This is an optimization exercise on Yosys and OpenROAD, whose aim is small area, not a production implementation. In this exercise RTL edits were held to simulation tests only and were not proved equivalent to the original.

==> inputs of build 59 <==
## FFT32_pipeline
module FFT32_pipeline (
    input clk,
    input i_rst,
    input signed [10:0] FFTInRe,
    input signed [10:0] FFTInIm,
    input in_valid,
    output signed [10:0] MDCOutUpRe,
    output signed [10:0] MDCOutUpIm,
    output signed [10:0] MDCOutDownRe,
    output signed [10:0] MDCOutDownIm,
    output MDC_out_valid,
    output signed [10:0] FFTOutRe,
    output signed [10:0] FFTOutIm,
    output FFT_out_valid
);
clock: 9.0 ns
lec_check: 0
cap_margin: 20
core_margin: 2
core_utilization: 65
cts_buf_list: sky130_fd_sc_hd__clkbuf_8
cts_cluster_diameter: 50
cts_cluster_size: 16
slew_margin: 20
synth_hierarchical: 1
standard.sh (not shown) runs the stock make flow with config.mk's settings and CLKGATE_MAP_FILE= SYNTH_SCRIPT=/design/flow/synth_recipe.tcl, a recipe that flattens the netlist after the stock synthesis.
==> flow/flow/run.sh <==
#!/bin/bash
# Layout flow: the standard ORFS flow (standard.sh), with two changes:
#  - the port buffers are sky130_fd_sc_hd__buf_2 cells instead of the
#    delay-buffer cells buffer_ports picks by itself;
#  - clock tree synthesis inserts no dummy loads.
# Every tool's output goes to standard.log.
set -euo pipefail
export BUFFER_PORTS_ARGS="-buffer_cell sky130_fd_sc_hd__buf_2"
export CTS_ARGS="-sink_clustering_enable -repair_clock_nets -sink_clustering_size 16 -sink_clustering_max_diameter 50 -buf_list sky130_fd_sc_hd__clkbuf_8 -dont_use_dummy_load"
bash standard.sh > standard.log 2>&1
==> inputs of build 3, as changes to build 59 <==
==> flow/flow/run.sh (replaced) <==
#!/bin/bash
# Layout flow: the standard ORFS flow (standard.sh) with these changes:
#  - synthesis maps the logic with an area-only ABC script (the registers,
#    the synthesis passes and the flattening are those of the standard flow);
#  - the port buffers are sky130_fd_sc_hd__buf_1 cells instead of the
#    delay-buffer cells buffer_ports picks by itself;
#  - clock tree synthesis inserts no dummy loads.
# Every tool's output goes to standard.log (and ORFS's own logs under orfs/).
set -euo pipefail
rm -rf scripts_area
cp -r "$FLOW_HOME/scripts" scripts_area
printf 'strash\ndch\nmap -a\ntopo\nstime -c\nbuffer -c\nupsize -c\ndnsize -c\n' > scripts_area/abc_area.script
export SCRIPTS_DIR="$PWD/scripts_area"
export BUFFER_PORTS_ARGS="-buffer_cell sky130_fd_sc_hd__buf_1"
export CTS_ARGS="-sink_clustering_enable -repair_clock_nets -sink_clustering_size 18 -sink_clustering_max_diameter 60 -buf_list sky130_fd_sc_hd__clkbuf_8 -dont_use_dummy_load"
bash standard.sh > standard.log 2>&1
==> flow/config.mk (replaced) <==
export PLATFORM = sky130hd
export DESIGN_NAME = FFT32_pipeline
export DESIGN_NICKNAME = FFT32_pipeline
export VERILOG_FILES = /design/flow/design.v
export SDC_FILE = /design/flow/constraint.sdc
export NUM_CORES = 8
export LEC_CHECK = 0
export ABC_AREA = 1
export CAP_MARGIN = 20
export CORE_MARGIN = 2
export CORE_UTILIZATION = 65
export SLEW_MARGIN = 20
export SYNTH_HIERARCHICAL = 1
==> inputs of build 38, as changes to build 59 <==
==> flow/flow/run.sh (replaced) <==
#!/bin/bash
# Layout flow: the standard ORFS flow (standard.sh) with these changes:
#  - synthesis maps the logic with an area-only ABC script (the registers,
#    the synthesis passes and the flattening are those of the standard flow);
#  - the port buffers are sky130_fd_sc_hd__buf_1 cells instead of the
#    delay-buffer cells buffer_ports picks by itself;
#  - clock tree synthesis inserts no dummy loads.
# Every tool's output goes to standard.log (and ORFS's own logs under orfs/).
set -euo pipefail
rm -rf scripts_area
cp -r "$FLOW_HOME/scripts" scripts_area
printf 'strash\n&get -n\n&st\n&dch\n&nf -a\n&put\n' > scripts_area/abc_area.script
export SCRIPTS_DIR="$PWD/scripts_area"
export BUFFER_PORTS_ARGS="-buffer_cell sky130_fd_sc_hd__buf_1"
export CTS_ARGS="-sink_clustering_enable -repair_clock_nets -sink_clustering_size 18 -sink_clustering_max_diameter 60 -buf_list sky130_fd_sc_hd__clkbuf_8 -dont_use_dummy_load"
bash standard.sh > standard.log 2>&1
==> flow/config.mk (replaced) <==
export PLATFORM = sky130hd
export DESIGN_NAME = FFT32_pipeline
export DESIGN_NICKNAME = FFT32_pipeline
export VERILOG_FILES = /design/flow/design.v
export SDC_FILE = /design/flow/constraint.sdc
export NUM_CORES = 8
export LEC_CHECK = 0
export ABC_AREA = 1
export CAP_MARGIN = 20
export CORE_MARGIN = 2
export CORE_UTILIZATION = 65
export SLEW_MARGIN = 20
export SYNTH_HIERARCHICAL = 1
==> summary of the runs <==
- First-iteration DRC count, lowest first: build 38, build 59, build 3.
- Between build 3 and build 38, the lower sequential share of layout area is in build 38 (gap 0.28 points).
- Between build 59 and build 3, the lower core utilization is in build 3 (gap 0.44 points).
- Against build 3, the routed wire length of build 59 is larger by about 6.5%.
- Clock skew, highest first: build 59, build 3, build 38.
- Cell area: build 3 is smaller than build 59 (2.4%).


==> inputs of try-garnet <==
Another version of the RTL of FFT32_pipeline (not shown whole).
Design FFT32_pipeline, start of the top module:
module FFT32_pipeline (
    input clk,
    input i_rst,
    input signed [10:0] FFTInRe,
    input signed [10:0] FFTInIm,
    input in_valid,
    output signed [10:0] MDCOutUpRe,
    output signed [10:0] MDCOutUpIm,
    output signed [10:0] MDCOutDownRe,
    output signed [10:0] MDCOutDownIm,
    output MDC_out_valid,
    output signed [10:0] FFTOutRe,
    output signed [10:0] FFTOutIm,
    output FFT_out_valid
);
reg run;
reg [4:0] cnt;
reg vf1, vf2;    
always @(posedge clk or posedge i_rst) begin
    if (i_rst) begin
        run <= 1'b0; cnt <= 5'd0; vf1 <= 1'b0; vf2 <= 1'b0;
    end else begin
        if (in_valid) run <= 1'b1;
        if (run | in_valid) cnt <= cnt + 5'd1;
        if (cnt == 5'd31) begin vf1 <= in_valid; vf2 <= vf1; end
    end
end
wire [4:0] p2 = cnt - 5'd17;
wire [4:0] p3 = cnt - 5'd26;
wire [4:0] p4 = cnt - 5'd31;
wire [4:0] p5 = cnt - 5'd2;
wire w1a = (cnt >= 5'd18) & (cnt <= 5'd25);
wire w1b = (cnt >= 5'd2) & (cnt <= 5'd9);
wire [4:0] q1a = cnt - 5'd18;
wire [4:0] q1b = cnt + 5'd6;
wire [4:0] q2a = cnt - 5'd26;
wire [4:0] q2b = cnt - 5'd10;
wire [3:0] rk = w1a ? q1a[3:0] : w1b ? q1b[3:0] :
                (cnt[4:3] == 2'b01 || cnt == 5'd16 || cnt == 5'd17) ? {q2b[2:0], 1'b0} : {q2a[2:0], 1'b0};
reg we3, we11, we2;
always @(posedge clk) begin
    we3 <= w1a; we11 <= w1b; we2 <= ~(w1a | w1b);
end
wire [21:0] tap1, tap9, tap0, rot_in, rot_out;
assign rot_in = w1a ? tap1 : w1b ? tap9 : tap0;
twiddle_rot rot (.clk(clk), .k(rk), .x(rot_in), .y(rot_out));
wire [21:0] o1, o2, o3, o4, o5;
reg  [21:0] r1, r2, r3, r4;
wire [21:0] up5, dn5;
sdf_stage1 st1 (.clk(clk), .b(cnt[4]), .din({FFTInRe, FFTInIm}), .rot(rot_out),
                .we3(we3), .we11(we11), .tap1(tap1), .tap9(tap9), .dout(o1));
always @(posedge clk) r1 <= o1;
sdf_stage2 st2 (.clk(clk), .b(p2[3]), .din(r1), .rot(rot_out), .we2(we2),
                .tap0(tap0), .dout(o2));
always @(posedge clk) r2 <= o2;
wire [4:0] p3a = p3 - 5'd1;
wire [4:0] p3b = p3 - 5'd2;
wire [4:0] p3c = p3 - 5'd3;
sdf_stage3 st3 (.clk(clk), .b(p3[2]), .din(r2),
                .m0(p3a[2]), .n0(p3a[1:0]),
                .m1(p3b[2] & p3b[0]), .w4_1(~p3b[1]),
                .m2(p3c[2] & p3c[0]), .dout(o3));
always @(posedge clk) r3 <= o3;
wire [4:0] p4a = p4 - 5'd1;
sdf_stage4 st4 (.clk(clk), .b(p4[1]), .din(r3), .m0(p4a[1]), .w8(p4a[0]), .dout(o4));
always @(posedge clk) r4 <= o4;
  ...
==> module sdf_stage1, before the edit <==
module sdf_stage1 (
    input clk,
    input b,
    input [21:0] din,
    input [21:0] rot,
    input we3,
    input we11,
    output [21:0] tap1,
    output [21:0] tap9,
    output [21:0] dout
);
reg [21:0] D [0:15];
wire [21:0] bs, bd;
butterfly_unit bf (.u(D[15]), .l(din), .s(bs), .d(bd));
assign dout = b ? bs : D[15];
assign tap1 = D[1];
assign tap9 = D[9];
integer j;
always @(posedge clk) begin
    D[0] <= b ? bd : din;
    for (j = 1; j < 16; j = j + 1) D[j] <= D[j-1];
    if (we3) D[3] <= rot;
    if (we11) D[11] <= rot;
end
endmodule
==> module sdf_stage2, before the edit <==
module sdf_stage2 (
    input clk,
    input b,
    input [21:0] din,
    input [21:0] rot,
    input we2,
    output [21:0] tap0,
    output [21:0] dout
);
reg [21:0] D [0:7];
wire [21:0] bs, bd;
butterfly_unit bf (.u(D[7]), .l(din), .s(bs), .d(bd));
assign dout = b ? bs : D[7];
assign tap0 = D[0];
integer j;
always @(posedge clk) begin
    D[0] <= b ? bd : din;
    for (j = 1; j < 8; j = j + 1) D[j] <= D[j-1];
    if (we2) D[2] <= rot;
end
endmodule
==> module sdf_stage3, before the edit <==
module sdf_stage3 (
    input clk,
    input b,
    input [21:0] din,
    input m0,       
    input [1:0] n0,  
    input m1,       
    input w4_1,     
    input m2,       
    output [21:0] dout
);
reg [21:0] D0, D3;
reg [23:0] D1;
reg [22:0] D2;
wire [21:0] bs, bd;
butterfly_unit bf (.u(D3), .l(din), .s(bs), .d(bd));
assign dout = b ? bs : D3;
wire [21:0] tv;
triv_rot tr (.x(D0), .w8(n0[1]), .y(tv));
wire w4_0 = ~n0[1];    
wire [11:0] f1, f2;
addsub12 p1 (.a(D0[21:11]), .b(D0[10:0]), .sub(~w4_0), .y(f1));
addsub12 p2 (.a(D0[21:11]), .b(D0[10:0]), .sub(w4_0), .y(f2));
wire [11:0] ma = m1 ? D1[23:12] : D2[11:0];
wire mng = m1 ? ~w4_1 : 1'b1;
wire [10:0] my;
m724g mul (.a(ma), .ng(mng), .y(my));
always @(posedge clk) begin
    D0 <= b ? bd : din;
    if (m0 & n0[0]) D1 <= {f1, f2};
    else if (m0) D1 <= {2'b00, tv};
    else D1 <= {2'b00, D0};
    D2 <= m1 ? {my, D1[11:0]} : {1'b0, D1[21:0]};
    D3 <= m2 ? {D2[22:12], my} : D2[21:0];
end
endmodule
==> module sdf_stage4, before the edit <==
module sdf_stage4 (
    input clk,
    input b,
    input [21:0] din,
    input m0,
    input w8,
    output [21:0] dout
);
reg [21:0] D0, D1;
wire [21:0] bs, bd, tv;
butterfly_unit bf (.u(D1), .l(din), .s(bs), .d(bd));
assign dout = b ? bs : D1;
triv_rot tr (.x(D0), .w8(w8), .y(tv));
always @(posedge clk) begin
    D0 <= b ? bd : din;
    D1 <= m0 ? tv : D0;
end
endmodule
==> module sdf_stage5, before the edit <==
module sdf_stage5 (
    input clk,
    input b,
    input [21:0] din,
    output [21:0] up,
    output [21:0] dn,
    output [21:0] dout
);
reg [21:0] D0;
butterfly_unit bf (.u(D0), .l(din), .s(up), .d(dn));
assign dout = b ? up : D0;
always @(posedge clk) D0 <= b ? dn : din;
endmodule
==> module addsat11, before the edit <==
module addsat11 #(parameter SUB = 0) (
    input [10:0] a,
    input [10:0] b,
    output [10:0] y
);
wire [10:0] bb = SUB ? ~b : b;
wire [11:0] c;
wire [10:0] s;
assign s[0] = SUB ? ~(a[0] ^ bb[0]) : (a[0] ^ bb[0]);
assign c[1] = SUB ? (a[0] | bb[0]) : (a[0] & bb[0]);
assign c[0] = 1'b0;
genvar i;
generate for (i = 1; i < 11; i = i + 1) begin : g
    fa_cell u (.a(a[i]), .b(bb[i]), .c(c[i]), .s(s[i]), .co(c[i+1]));
end endgenerate
wire ovf = c[11] ^ c[10];
assign y = ovf ? {a[10], {10{~a[10]}}} : s;
endmodule
==> module butterfly_unit, before the edit <==
module butterfly_unit (
    input [21:0] u,
    input [21:0] l,
    output [21:0] s,
    output [21:0] d
);
addsat11 #(.SUB(0)) a0 (.a(u[21:11]), .b(l[21:11]), .y(s[21:11]));
addsat11 #(.SUB(0)) a1 (.a(u[10:0]),  .b(l[10:0]),  .y(s[10:0]));
addsat11 #(.SUB(1)) a2 (.a(u[21:11]), .b(l[21:11]), .y(d[21:11]));
addsat11 #(.SUB(1)) a3 (.a(u[10:0]),  .b(l[10:0]),  .y(d[10:0]));
endmodule
==> module triv_rot, before the edit <==
module triv_rot (
    input [21:0] x,
    input w8,
    output [21:0] y
);
wire [10:0] xr = x[21:11], xi = x[10:0];
function [10:0] w0f(input [10:0] v);
    reg inc, dec, an, nr;
    integer i;
    begin
        inc = v[10] & (~v[9] | (v[8:0] == 9'd0));
        dec = ~v[10] & v[9] & (v[8:0] != 9'd0);
        an = 1'b1; nr = 1'b1;
        for (i = 0; i < 11; i = i + 1) begin
            w0f[i] = v[i] ^ ((inc & an) | (dec & nr));
            an = an & v[i];
            nr = nr & ~v[i];
        end
    end
endfunction
function [10:0] negsat(input [10:0] v);
    reg nr, lim;
    integer i;
    begin
        lim = v[10] & (v[9:0] == 10'd0);
        nr = 1'b1;
        for (i = 0; i < 11; i = i + 1) begin
            negsat[i] = ~v[i] ^ (nr & ~lim);
            nr = nr & ~v[i];
        end
    end
endfunction
assign y = w8 ? {xi, negsat(xr)} : {w0f(xr), w0f(xi)};
endmodule
Settings: LEC_CHECK=0, CAP_MARGIN=0, CORE_MARGIN=2, CORE_UTILIZATION=70, CTS_BUF_LIST=sky130_fd_sc_hd__clkbuf_2 sky130_fd_sc_hd__clkbuf_4 sky130_fd_sc_hd__clkbuf_8, SLEW_MARGIN=0, SYNTH_HIERARCHICAL=1; clock period 9.0 ns.
run.sh (not shown) runs the stock make flow with config.mk's settings and CLKGATE_MAP_FILE= SYNTH_SCRIPT=/design/flow/synth_recipe.tcl, a recipe that flattens the netlist after the stock synthesis.
Stock flow here: none of the scripts above is used.
==> try-cedar (differences from try-garnet) <==
--- a/flow/design.v
+++ b/flow/design.v
@@ -88,5 +88,8 @@
 reg [21:0] D [0:15];
-wire [21:0] bs, bd;
-butterfly_unit bf (.u(D[15]), .l(din), .s(bs), .d(bd));
-assign dout = b ? bs : D[15];
+wire [21:0] u = D[15];
+wire [21:0] sr, dr;
+wire [1:0] so, dov;
+bfly_raw bf (.u(u), .l(din), .g(b), .s(sr), .so(so), .d(dr), .dov(dov));
+assign dout = {so[1] ? {u[21], {10{~u[21]}}} : sr[21:11], so[0] ? {u[10], {10{~u[10]}}} : sr[10:0]};
+wire [21:0] bd = {dov[1] ? {u[21], {10{~u[21]}}} : dr[21:11], dov[0] ? {u[10], {10{~u[10]}}} : dr[10:0]};
 assign tap1 = D[1];
@@ -111,5 +114,8 @@
 reg [21:0] D [0:7];
-wire [21:0] bs, bd;
-butterfly_unit bf (.u(D[7]), .l(din), .s(bs), .d(bd));
-assign dout = b ? bs : D[7];
+wire [21:0] u = D[7];
+wire [21:0] sr, dr;
+wire [1:0] so, dov;
+bfly_raw bf (.u(u), .l(din), .g(b), .s(sr), .so(so), .d(dr), .dov(dov));
+assign dout = {so[1] ? {u[21], {10{~u[21]}}} : sr[21:11], so[0] ? {u[10], {10{~u[10]}}} : sr[10:0]};
+wire [21:0] bd = {dov[1] ? {u[21], {10{~u[21]}}} : dr[21:11], dov[0] ? {u[10], {10{~u[10]}}} : dr[10:0]};
 assign tap0 = D[0];
@@ -136,5 +142,8 @@
 reg [22:0] D2;
-wire [21:0] bs, bd;
-butterfly_unit bf (.u(D3), .l(din), .s(bs), .d(bd));
-assign dout = b ? bs : D3;
+wire [21:0] u = D3;
+wire [21:0] sr, dr;
+wire [1:0] so, dov;
+bfly_raw bf (.u(u), .l(din), .g(b), .s(sr), .so(so), .d(dr), .dov(dov));
+assign dout = {so[1] ? {u[21], {10{~u[21]}}} : sr[21:11], so[0] ? {u[10], {10{~u[10]}}} : sr[10:0]};
+wire [21:0] bd = {dov[1] ? {u[21], {10{~u[21]}}} : dr[21:11], dov[0] ? {u[10], {10{~u[10]}}} : dr[10:0]};
 wire [21:0] tv;
@@ -186,5 +195,8 @@
 reg [21:0] D0, D1;
-wire [21:0] bs, bd, tv;
-butterfly_unit bf (.u(D1), .l(din), .s(bs), .d(bd));
-assign dout = b ? bs : D1;
+wire [21:0] u = D1;
+wire [21:0] sr, dr, tv;
+wire [1:0] so, dov;
+bfly_raw bf (.u(u), .l(din), .g(b), .s(sr), .so(so), .d(dr), .dov(dov));
+assign dout = {so[1] ? {u[21], {10{~u[21]}}} : sr[21:11], so[0] ? {u[10], {10{~u[10]}}} : sr[10:0]};
+wire [21:0] bd = {dov[1] ? {u[21], {10{~u[21]}}} : dr[21:11], dov[0] ? {u[10], {10{~u[10]}}} : dr[10:0]};
 triv_rot tr (.x(D0), .w8(w8), .y(tv));
@@ -204,4 +216,9 @@
 reg [21:0] D0;
-butterfly_unit bf (.u(D0), .l(din), .s(up), .d(dn));
-assign dout = b ? up : D0;
+wire [21:0] u = D0;
+wire [21:0] sr, dr;
+wire [1:0] so, dov;
+bfly_raw bf (.u(u), .l(din), .g(b), .s(sr), .so(so), .d(dr), .dov(dov));
+assign up = {so[1] ? {u[21], {10{~u[21]}}} : sr[21:11], so[0] ? {u[10], {10{~u[10]}}} : sr[10:0]};
+assign dn = {dov[1] ? {u[21], {10{~u[21]}}} : dr[21:11], dov[0] ? {u[10], {10{~u[10]}}} : dr[10:0]};
+assign dout = up;
 always @(posedge clk) D0 <= b ? dn : din;
@@ -216,6 +233,7 @@
 endmodule
-module addsat11 #(parameter SUB = 0) (
+module rca11 #(parameter SUB = 0) (
     input [10:0] a,
     input [10:0] b,
-    output [10:0] y
+    output [10:0] s,
+    output ovf
 );
@@ -223,3 +241,2 @@
 wire [11:0] c;
-wire [10:0] s;
 assign s[0] = SUB ? ~(a[0] ^ bb[0]) : (a[0] ^ bb[0]);
@@ -231,15 +248,18 @@
 end endgenerate
-wire ovf = c[11] ^ c[10];
-assign y = ovf ? {a[10], {10{~a[10]}}} : s;
+assign ovf = c[11] ^ c[10];
 endmodule
-module butterfly_unit (
+module bfly_raw (
     input [21:0] u,
     input [21:0] l,
+    input g,
     output [21:0] s,
-    output [21:0] d
+    output [1:0] so,
+    output [21:0] d,
+    output [1:0] dov
 );
-addsat11 #(.SUB(0)) a0 (.a(u[21:11]), .b(l[21:11]), .y(s[21:11]));
-addsat11 #(.SUB(0)) a1 (.a(u[10:0]),  .b(l[10:0]),  .y(s[10:0]));
-addsat11 #(.SUB(1)) a2 (.a(u[21:11]), .b(l[21:11]), .y(d[21:11]));
-addsat11 #(.SUB(1)) a3 (.a(u[10:0]),  .b(l[10:0]),  .y(d[10:0]));
+wire [21:0] lg = l & {22{g}};
+rca11 #(.SUB(0)) a0 (.a(u[21:11]), .b(lg[21:11]), .s(s[21:11]), .ovf(so[1]));
+rca11 #(.SUB(0)) a1 (.a(u[10:0]),  .b(lg[10:0]),  .s(s[10:0]),  .ovf(so[0]));
+rca11 #(.SUB(1)) a2 (.a(u[21:11]), .b(l[21:11]),  .s(d[21:11]), .ovf(dov[1]));
+rca11 #(.SUB(1)) a3 (.a(u[10:0]),  .b(l[10:0]),   .s(d[10:0]),  .ovf(dov[0]));
 endmodule
@@ -1399,29 +1419,26 @@
 wire [10:0] xr = x[21:11], xi = x[10:0];
-function [10:0] w0f(input [10:0] v);
-    reg inc, dec, an, nr;
-    integer i;
-    begin
-        inc = v[10] & (~v[9] | (v[8:0] == 9'd0));
-        dec = ~v[10] & v[9] & (v[8:0] != 9'd0);
-        an = 1'b1; nr = 1'b1;
-        for (i = 0; i < 11; i = i + 1) begin
-            w0f[i] = v[i] ^ ((inc & an) | (dec & nr));
-            an = an & v[i];
-            nr = nr & ~v[i];
-        end
-    end
-endfunction
-function [10:0] negsat(input [10:0] v);
-    reg nr, lim;
-    integer i;
-    begin
-        lim = v[10] & (v[9:0] == 10'd0);
-        nr = 1'b1;
-        for (i = 0; i < 11; i = i + 1) begin
-            negsat[i] = ~v[i] ^ (nr & ~lim);
-            nr = nr & ~v[i];
-        end
-    end
-endfunction
-assign y = w8 ? {xi, negsat(xr)} : {w0f(xr), w0f(xi)};
+wire inc_r = xr[10] & (~xr[9] | (xr[8:0] == 9'd0));
+wire dec_r = ~xr[10] & xr[9] & (xr[8:0] != 9'd0);
+wire inc_i = xi[10] & (~xi[9] | (xi[8:0] == 9'd0));
+wire dec_i = ~xi[10] & xi[9] & (xi[8:0] != 9'd0);
+wire nz_r = ~(xr[10] & (xr[9:0] == 10'd0));
+wire [9:0] ar = w8 ? xi[9:0] : xr[9:0];
+wire br = dec_r & ~w8;
+wire cr = inc_r & ~w8;
+wire [9:0] ai = w8 ? ~xr[9:0] : xi[9:0];
+wire bi = dec_i & ~w8;
+wire ci = w8 ? nz_r : inc_i;
+wire [10:0] c1, c2;
+assign c1[0] = cr; assign c2[0] = ci;
+wire [9:0] sr, si;
+genvar i;
+generate for (i = 0; i < 10; i = i + 1) begin : g
+    fa_cell f1 (.a(ar[i]), .b(br), .c(c1[i]), .s(sr[i]), .co(c1[i+1]));
+    fa_cell f2 (.a(ai[i]), .b(bi), .c(c2[i]), .s(si[i]), .co(c2[i+1]));
+end endgenerate
+wire ti10 = ~xr[10] ^ (c2[10] & ~bi);
+assign y[21] = w8 ? xi[10] : xr[10];
+assign y[20:11] = sr;
+assign y[10] = w8 ? (~xr[10] ^ c2[10]) : xi[10];
+assign y[9:0] = si;
 endmodule
==> flow/config.mk (replaced) <==
export PLATFORM = sky130hd
export DESIGN_NAME = FFT32_pipeline
export DESIGN_NICKNAME = FFT32_pipeline
export VERILOG_FILES = /design/flow/design.v
export SDC_FILE = /design/flow/constraint.sdc
export NUM_CORES = 8
export LEC_CHECK = 0
export CAP_MARGIN = 20
export CORE_MARGIN = 2
export CORE_UTILIZATION = 65
export CTS_BUF_LIST = sky130_fd_sc_hd__clkbuf_16
export CTS_CLUSTER_DIAMETER = 60
export CTS_CLUSTER_SIZE = 24
export SLEW_MARGIN = 20
export SYNTH_HIERARCHICAL = 1
==> try-fjord (differences from try-garnet) <==
==> flow/config.mk (replaced) <==
export PLATFORM = sky130hd
export DESIGN_NAME = FFT32_pipeline
export DESIGN_NICKNAME = FFT32_pipeline
export VERILOG_FILES = /design/flow/design.v
export SDC_FILE = /design/flow/constraint.sdc
export NUM_CORES = 8
export LEC_CHECK = 0
export CAP_MARGIN = 20
export CORE_MARGIN = 2
export CORE_UTILIZATION = 40
export SLEW_MARGIN = 20
export SYNTH_HIERARCHICAL = 1
==> run notes <==
Area after synthesis: try-fjord is higher than try-cedar (about 5.4%). Die area: try-fjord > try-cedar > try-garnet. Wire length, highest first: try-garnet, try-fjord, try-cedar. Sequential share of layout area, lowest first: try-fjord, try-garnet, try-cedar. In try-garnet the worst setup slack is lower than in try-cedar, by 0.045 ns. Clock skew, lowest first: try-fjord, try-cedar, try-garnet. Between try-fjord and try-cedar, the lower cell count is in try-cedar (gap 20%, measured against try-cedar). The highest worst hold slack belongs to try-fjord, the lowest to try-garnet. try-fjord completed with no timing, DRC or antenna violations. try-cedar completed without violations. try-garnet completed with no timing, DRC or antenna violations. In flip-flop and latch count, try-cedar and try-garnet do not differ.
==> figures <==
|  | try-fjord | try-garnet | try-cedar |
|---|---|---|---|
| Run status | no timing/DRC/antenna violations | no timing/DRC/antenna violations | no timing/DRC/antenna violations |
| Number of diodes added for antenna fixing | 1 | 3 | 0 |
| Via-to-Cell Ratio | 5.09 | 6.14 | 5.89 |
| Maximum number of pins on one net before global-route repair | 69 | 61 | 67 |
| Global-route wire length before repair | 230000 µm | 242000 µm | 210000 µm |
| Post-CTS sizing | 18 | 43 | 48 |
| Routed length on met2 | 70000 µm | 74300 µm | 64400 µm |
| Total number of vias | 34300 | 36600 | 33100 |
| Synthesized cell area | 57000 µm² | 57000 µm² | 54100 µm² |
| CP Capture Type | primary output | flip-flop | primary output |
| Largest stage delay on the critical path | 0.48 ns | 0.63 ns | 0.43 ns |
| Post-detailed-placement half-perimeter wirelength | 115000 µm | 112000 µm | 102000 µm |
| Average wire length per cell after detail routing | 22.8 µm | 27.5 µm | 24.7 µm |
| Floorplan row count | 138 | 104 | 105 |
| Total Routed Length | 154000 µm | 164000 µm | 139000 µm |
| Ratio of layout area to synthesized area | 1.144x | 1.112x | 1.088x |
| Hold Path End | st2.D[6][12] | bs2.D[4][17] | st1.D[5][15] |
| Data required time of the worst path | 7.20 ns | 9.76 ns | 7.20 ns |
| Starting density of the core | 0.403 | 0.708 | 0.658 |

-- afterwards: timing with drivers on the ports --
The results above use ideal ports. As a check the final layouts listed here were re-extracted and re-timed, cells and wires unchanged. Step 1 assumes that a clkbuf_16 drives the clock port and a buf_2 every other input. Step 2 times the ports against the registers' clock, not the clock port: input delays grow and output delays shrink by t, the midpoint of the rising clock arrivals with the driver on. a / b / c = ideal / step 1 / step 2; a / b = the first two.
run | shift t [ns] | slack for setup (ns) | latest minus earliest clock arrival (ns) | worst register clock-pin slew, ns
build 59 | 0.775 | 0.309 / 0.246 / 1.021 | 0.154 / 0.154 | 0.10 / 0.10
build 3 | 0.735 | 0.370 / 0.309 / 1.043 | 0.119 / 0.119 | 0.11 / 0.11
build 38 | 0.761 | 0.277 / 0.204 / 0.523 | 0.102 / 0.102 | 0.11 / 0.11
try-garnet | 0.944 | 0.119 / 0.071 / 0.119 | 0.059 / 0.060 | 0.08 / 0.08
try-cedar | 0.712 | 0.164 / 0.097 / 0.368 | 0.047 / 0.046 | 0.10 / 0.10
try-fjord | 0.821 | 0.180 / 0.106 / 0.329 | 0.033 / 0.034 | 0.07 / 0.07
After both steps setup and hold are still met in every run listed.
